What follows belongs to an exercise in optimizing a design on an open flow for small area; a production flow would make more cautious choices.
For this run, only the layout was checked, not whether the RTL still works.
Power and IR drop assume default switching activity.

**design/flow/config.mk**
```make
export PLATFORM = sky130hd
export DESIGN_NAME = ATM_top
export DESIGN_NICKNAME = ATM_top
export VERILOG_FILES = /design/flow/design.v
export SDC_FILE = /design/flow/constraint.sdc
export NUM_CORES = 4
export LEC_CHECK = 0
export CAP_MARGIN = 20
export CORE_MARGIN = 2
export CORE_UTILIZATION = 40
export PLACE_DENSITY = 0.6
export SLEW_MARGIN = 20
```
**design/flow/constraint.sdc**
```tcl
create_clock -name core_clock -period 10.0 [get_ports {clk}]
set_input_delay 2.0000 -clock core_clock [delete_from_list [all_inputs] [get_ports {clk}]]
set_output_delay 2.0000 -clock core_clock [all_outputs]
set_load 0.01 [all_outputs]
```
**design/flow/design.v**
```verilog
`timescale 1ns / 1ps
module ATM(
    input            clk,           
    input            rst,           
    input  [1:0]     mode,
    input  [11:0]    keypad,
    input            load,
    output reg [11:0] keypad_buffer,
    output reg [2:0]  pstate,
    output reg [2:0]  nstate,
    output reg        auth,
    output reg [7:0]  bal
);
    parameter IDLE        = 3'b000;
    parameter AUTH        = 3'b001;
    parameter MENU        = 3'b010;
    parameter BALANCE     = 3'b011;
    parameter WITHDRAW    = 3'b100;
    parameter TRANSACTION = 3'b101;
    reg [1:0] acc_idx;
    reg [7:0] withdraw_amt;
    reg [7:0] trans_amt;
    reg [3:0] trans_acc;
    reg [1:0] tgt_idx;
    reg       v_trans_acc;
    reg  [7:0] bal_database [0:3];
    function [3:0] acc_database;
        input [1:0] idx;
        case (idx)
            2'd0: acc_database = 4'hA;
            2'd1: acc_database = 4'hB;
            2'd2: acc_database = 4'hC;
            default: acc_database = 4'hD;
        endcase
    endfunction
    function [7:0] pin_database;
        input [1:0] idx;
        case (idx)
            2'd0: pin_database = 8'h11;
            2'd1: pin_database = 8'h22;
            2'd2: pin_database = 8'h33;
            default: pin_database = 8'h44;
        endcase
    endfunction
    integer i;
    always @(posedge clk) begin
        if (rst) begin
            pstate        <= IDLE;
            nstate        <= IDLE;
            keypad_buffer <= 12'b0;
            auth          <= 1'b0;
            bal           <= 8'b0;
            acc_idx       <= 2'b0;
            bal_database[0] <= 8'd50;
            bal_database[1] <= 8'd175;
            bal_database[2] <= 8'd200;
            bal_database[3] <= 8'd40;
        end
        else begin
            pstate <= nstate;
            if (load)
                keypad_buffer <= keypad;
            case (nstate)
                IDLE: begin
                    auth <= 0;
                    nstate <= AUTH;
                end
                AUTH: begin
                    auth <= 0;
                    if (keypad_buffer != 12'b0) begin
                        for (i=0; i<4; i=i+1) begin
                            if ({acc_database(i[1:0]), pin_database(i[1:0])} == keypad_buffer) begin
                                acc_idx <= i[1:0];
                                auth <= 1;
                                nstate <= MENU;
                            end
                        end
                    end else begin
                        nstate <= AUTH;
                    end
                end
                MENU: begin
                    case (mode)
                        2'b00: nstate <= MENU;          
                        2'b01: nstate <= BALANCE;       
                        2'b10: nstate <= WITHDRAW;      
                        2'b11: nstate <= TRANSACTION;   
                        default: nstate <= IDLE;
                    endcase
                end
                BALANCE: begin
                    bal <= bal_database[acc_idx];
                    nstate <= MENU;
                end
                WITHDRAW: begin
                    if (load && auth) begin
                        withdraw_amt = keypad[7:0];
                        if ((withdraw_amt > 0) && (withdraw_amt <= bal_database[acc_idx])) begin
                            bal_database[acc_idx] <= bal_database[acc_idx] - withdraw_amt;
                            bal <= bal_database[acc_idx] - withdraw_amt;
                            auth <= 0;
                        end
                        nstate <= IDLE;
                    end else begin
                        nstate <= WITHDRAW;
                    end
                end
                TRANSACTION: begin
                    if (load && auth) begin
                        trans_acc = keypad[11:8];
                        trans_amt = keypad[7:0];
                        v_trans_acc = 0;
                        tgt_idx = 2'b0;
                        for (i=0; i<4; i=i+1) begin
                            if (acc_database(i[1:0]) == trans_acc) begin
                                tgt_idx = i[1:0];
                                v_trans_acc = 1;
                            end
                        end
                        if (v_trans_acc && tgt_idx != acc_idx && trans_amt > 0 &&
                            trans_amt <= bal_database[acc_idx] &&
                            ({1'b0, bal_database[tgt_idx]} + {1'b0, trans_amt}) < 9'd255) begin
                            bal_database[acc_idx] <= bal_database[acc_idx] - trans_amt;
                            bal_database[tgt_idx] <= bal_database[tgt_idx] + trans_amt;
                            auth <= 0;
                        end
                        nstate <= IDLE;
                    end else begin
                        nstate <= TRANSACTION;
                    end
                end
                default: nstate <= IDLE;
            endcase
        end
    end
endmodule
module seven_seg_display_bal(
    input            clk,         
    input            rst,         
    input      [7:0] bal,         
    output reg [6:0] seg,      
    output reg [3:0] an,       
    output           dp
);
    assign dp = 1'b1;  
    reg [16:0] refresh_counter;
    always @(posedge clk)
        if (rst)
            refresh_counter <= 17'd0;
        else
            refresh_counter <= refresh_counter + 1'b1;
    wire [1:0] digit_sel = refresh_counter[16:15];
    reg [3:0] ones, tens, hundreds;
    reg [15:0] temp;
    reg [3:0] digit;
    always @(*) begin
        temp     = bal;
        hundreds = temp / 100;
        temp     = temp % 100;
        tens     = temp / 10;
        ones     = temp % 10;
    end
    always @(*) begin
        case (digit_sel)
            2'b00: begin an = 4'b1110; digit = ones;     end
            2'b01: begin an = 4'b1101; digit = tens;     end
            2'b10: begin an = 4'b1011; digit = hundreds; end
            2'b11: begin an = 4'b0111; digit = 4'd0;     end
            default: begin an = 4'b1111; digit = 4'd0;   end
        endcase
    end
    always @(*) begin
        case (digit)
            4'd0: seg = 7'b1000000;
            4'd1: seg = 7'b1111001;
            4'd2: seg = 7'b0100100;
            4'd3: seg = 7'b0110000;
            4'd4: seg = 7'b0011001;
            4'd5: seg = 7'b0010010;
            4'd6: seg = 7'b0000010;
            4'd7: seg = 7'b1111000;
            4'd8: seg = 7'b0000000;
            4'd9: seg = 7'b0010000;
            default: seg = 7'b1111111;
        endcase
    end
endmodule
`timescale 1ns / 1ps
module ATM_top(
    input        clk,         
    input        rst,         
    input  [1:0] mode,
    input  [11:0] keypad,
    input        load,
    output       auth,
    output [2:0] nstate,
    output [6:0] seg,
    output [3:0] an,
    output       dp
);
    wire [7:0] bal;
    ATM atm_fsm(
        .clk(clk),
        .rst(rst),
        .mode(mode),
        .keypad(keypad),
        .nstate(nstate),
        .load(load),
        .auth(auth),
        .bal(bal),
        .keypad_buffer(),
        .pstate()
    );
    seven_seg_display_bal display_unit(
        .clk(clk),
        .rst(rst),
        .bal(bal),
        .seg(seg),
        .an(an),
        .dp(dp)
    );
endmodule
```
**design/flow/run.sh**
```bash
#!/bin/bash
# synth_recipe.tcl (not shown) runs the flow's synth.tcl, then flattens the netlist and writes it again
# the make line also repeats each setting of config.mk as NAME=value (left out here)
make -C /OpenROAD-flow-scripts/flow DESIGN_CONFIG=/design/flow/config.mk WORK_HOME=/design/flow/orfs CLKGATE_MAP_FILE= SYNTH_SCRIPT=/design/flow/synth_recipe.tcl finish
```
==> summary.txt <==
## layout by cell type, fill, tap and decap left out, drive strengths merged, types with 4 or more instances in the layout
cell / n
mux4: 8
nor2: 70
ha: 21
or2: 7
edfxtp: 32
clkbuf: 9
and3: 10
xor2: 16
nand2: 38
o211ai: 6
a21oi: 28
nand2b: 7
a2111oi: 4
dfxtp: 45
a221oi: 4
o22ai: 18
nor3b: 4
o21a: 10
a31oi: 6
nor4: 5
o221ai: 10
a2bb2oi: 4
o21bai: 4
a22oi: 9
a21o: 11
nor2b: 4
nand3: 27
or3: 7
inv: 37
xnor2: 18
nor3: 11
clkdlybuf4s50: 31
or4: 4
o21ai: 31
a211oi: 16
mux2i: 25
## registers in the layout, summed over array words and instances, names as in the netlist, named ones only
register                      flops
atm_fsm.nstate                    3
atm_fsm.keypad_buffer            12
atm_fsm.bal_database             32
display_unit.refresh_counter     17
atm_fsm.bal                       8
atm_fsm.auth                      1
atm_fsm.acc_idx                   2
## synth_stat cells (5+ instances only)
| library cell | n |
|---|---|
| nor2_1 | 70 |
| dfxtp_1 | 45 |
| nand2_1 | 37 |
| inv_1 | 35 |
| edfxtp_1 | 32 |
| o21ai_0 | 28 |
| a21oi_1 | 27 |
| nand3_1 | 27 |
| mux2i_1 | 25 |
| clkbuf_1 | 21 |
| ha_1 | 21 |
| xnor2_1 | 18 |
| a211oi_1 | 16 |
| o22ai_1 | 16 |
| xor2_1 | 15 |
| a21o_1 | 11 |
| o221ai_1 | 10 |
| and3_1 | 9 |
| nor3_1 | 9 |
| o21a_1 | 9 |
| a22oi_1 | 8 |
| mux4_2 | 8 |
| nand2b_1 | 7 |
| or3_1 | 6 |
| buf_4 | 5 |
| nor4_1 | 5 |
| o211ai_1 | 5 |
| or2_2 | 5 |
## final timing paths
kind                                         from                              end  slack [ns]  depth (start not counted)
hold / removal    display_unit.refresh_counter[0]  display_unit.refresh_counter[0]        0.46                          1
setup reg to reg                         register       atm_fsm.bal_database[1][5]        5.10                         13
hold reg to reg   display_unit.refresh_counter[0]  display_unit.refresh_counter[0]        0.46                          1
setup / recovery                   atm_fsm.bal[3]                           seg[6]        2.19                         20
## logic make-up (layout without fill, tap and decap cells)
| group | count (synthesis) | in the layout | share of synthesized area [%] |
|---|---|---|---|
| AO/OA/AOI/OAI | 186 | 186 | 24.9 |
| XOR/XNOR | 34 | 34 | 5.35 |
| buffers and inverters | 70 | 84 | 5.48 |
| adder cells (fa/ha/maj) | 23 | 23 | 5.31 |
| multiplexers | 35 | 35 | 7.94 |
| AND/OR/NAND/NOR | 208 | 208 | 18.3 |
| flip-flops | 77 | 77 | 32.6 |
| other | 1 | 1 | 0.0657 |
## area by class of cell
cell class	instances	share of cell area, %
Tap cell	180	3.53
Inverter	36	2.12
Clock inverter	7	1.16
Timing Repair Buffer	32	4.99
Multi-Input combinational cell	487	55.4
Clock buffer	9	3.53
Sequential cell	77	29.2
## metal layers
metal | part of all wire, % | up-vias
met5 | 0 | -
met3 | 5.4 | 40
met2 | 47 | 177
li1 | - | 2392
met4 | 3.7 | 0
met1 | 44 | 2382
## power groups by stage
stage | registers, mW | clock network (mW) | logic, mW
finish | 0.340 | 0.329 | 0.103
global route | 0.340 | 0.346 | 0.111
floorplan | 0.343 | 0 | 0.0670
detailed placement | 0.346 | 0 | 0.0999
global placement | 0.346 | 0 | 0.0992
CTS | 0.339 | 0.332 | 0.101
## metrics by stage
step / cells / setup WS, ns
2_1_floorplan: 634 / 3.55
3_3_place_gp: 812 / 2.54
3_5_place_dp: 812 / 2.51
4_1_cts: 828 / 2.22
5_1_grt: 828 / 1.82
6_report: 828 / 2.19
==> impl_metrics.csv <==
group,metric,value,unit
timing,worstMarginPinSlew,0.932,ns
grt,grtUsageTotal,21.8,%
floorplan,dieArea,0.0152,sq mm
timing,rsz0062_at_grt,"false",
place,finalWeightedCongestion,0.946,
detailed_routing,via_per_inst,6.03,
layout,multiInputGateArea,0.00353,sq mm
logic_synthesis,synthTopCellsByArea,"edfxtp_1 (17%), dfxtp_1 (16%), ha_1 (4.6%), nor2_1 (4.6%), mux2i_1 (4.4%)",
pwr,switching_share,27.0,%
logic_synthesis,synth_largest_area_cell,"edfxtp_1",
logic_synthesis,synthArstFlopShare,0,%
floorplan,num_io_pins,33,
setup_path,arrival,5.81,ns
logic_synthesis,synthCells,634,
logic_synthesis,synth-seq-area-share,32.6,%
layout,diodes,0,
pwr,ir_drop,73.7,uV
grt,antenna_found_initial,0,
setup_path,crit_path_cell_trace,"nor3_2 > nor2_1 > ha_1 > nor2b_1 > or3b_1 > inv_2 > nor2_1 > nand4b_1 > a31o_2 > o22ai_2 > o22ai_2 > a211oi_1 > o21bai_1 > or2_2 > ha_1 > nand2_1 > nor3b_1 > a2111oi_0 > mux2i_1 > clkdlybuf4s50_1",
timing,setup-tns-final,0,ns
run_status,status,"no timing/DRC/antenna violations",
timing,finClkSkew,0.0108,ns
clock_tree,cts_setup_buffers,0,
pwr,p_switching,0.208,mW
layout,fin_area,0.00637,sq mm
grt,overflow,0,
timing,hold_viol_final,0,
logic_synthesis,syn_area_per_cell,9.00,sq um
setup_path,cp_top_family,"simple AND/OR/NAND/NOR gates",
timing,max_freq,128,MHz
logic_synthesis,synth-edff-count,32,
logic_synthesis,syn_nets,674,
logic_synthesis,synth_cell_types,89,
detailed_routing,first_pass_iters,5,
clock_tree,clock_path_buffers,2,
grt,use_met3,3.41,%
grt,grt_max_degree,45,
floorplan,floorplan.initialDensity,41.1,%
logic_synthesis,synthFlopType,"dfxtp_1",
grt,grt_pass1_wl,25400,um
setup_path,worstPathRequired,8.00,ns
logic_synthesis,synth.cell_area,0.00571,sq mm
place,place_area,0.00607,sq mm
detailed_routing,ant_nets,0,
clock_tree,cts.sinks,77,
worst_hold_path,hold_class,"reg2reg",
timing,slew_violations,0,
detailed_routing,wl,16000,um
layout,area_growth_syn_to_layout,11.7,%
timing,period_share,78.1,%
grt,grt-busiest-layer,"met2",
pwr,p_leak,2.32,nW
detailed_routing,route.vias.total,4991,
layout,nNetsFinal,683,
clock_tree,htree_levels,3,
layout,fin_util,45.9,%
grt,grt_pass1_vias,4752,
setup_path,slowest_delay,0.53,ns
pwr,p_int,0.564,mW
run,maxCapViolations,0,
clock_tree,cts_tree,"done",
setup_path,endpoint_kind,"output pin",
floorplan,rows,43,
floorplan,die_w,123,um
detailed_routing,post_drt_wl_per_cell,19.3,um
place,dp_hpwl,12200,um
clock_tree,clk_latency,0.34,ns
timing,period_needed,7.81,ns
clock_tree,cts_hold_buf,0,
logic_synthesis,yosysTopAreaCellShare,16.8,%
pwr,power,0.772,mW
layout,nFillCells,1329,
logic_synthesis,ys_ff_latch,77,
layout,seq_area,0.00186,sq mm
setup_path,worstPathMaxFanout,13,
setup_path,start_kind,"register",
pwr,seqPwrFrac,44.0,%
clock_tree,cts-resized-gates,0,
grt,gr-usage-met1,28.5,%
clock_tree,numCtsBuffers,9,
layout,drive_above_1_share,9.26,%
detailed_routing,drc,0,
clock_tree,cts.clk_slew.worst_paths,0.06,ns
setup_path,slowest_stage,"or3b_1",
pwr,clkPwrFrac,42.6,%
timing,slew_headroom,37.7,%
timing,whs,0.456,ns
pwr,pwr_density_cell,121,mW/mm^2
detailed_routing,drtIter0Drc,428,
floorplan,die_height,123,um
timing,setup_violations,0,
floorplan,coreArea,0.0139,sq mm
setup_path,path_buf_inv,2,
logic_synthesis,ys_warn_count,2,
setup_path,critPathKind,"reg2out",
place,numPortBuffers,31,
grt,use_met2,34.9,%
clock_tree,cts-root-buf,"clkbuf_16",
pwr,pwr-share-comb,13.4,%

-- re-timing with driven ports --
Ports are ideal in the flow. The routed layout listed here was re-timed in OpenROAD.
Step 1: set_driving_cell puts a clkbuf_16 on clk and a buf_2 on each other input, an assumption about the parent block.
Step 2 moves the port delays by t, midway between the first and last clock arrival at a register: inputs arrive t later, outputs are due t later. That takes back most of the time a late clock gives input paths.
Slacks: ideal / step 1 / step 2; pairs: ideal / step 1.
t (ns): 0.376
setup WS [ns]: 2.190 / 2.152 / 2.406
worst hold slack (ns): 0.456 / 0.456 / 0.456
worst setup path after step 2: input to register
worst register clock-pin slew, ns: 0.07 / 0.07
After both steps this run still meets setup and hold. For this run, drivers alone change the setup slack by -0.038 ns; drivers and shift together by +0.216 ns.
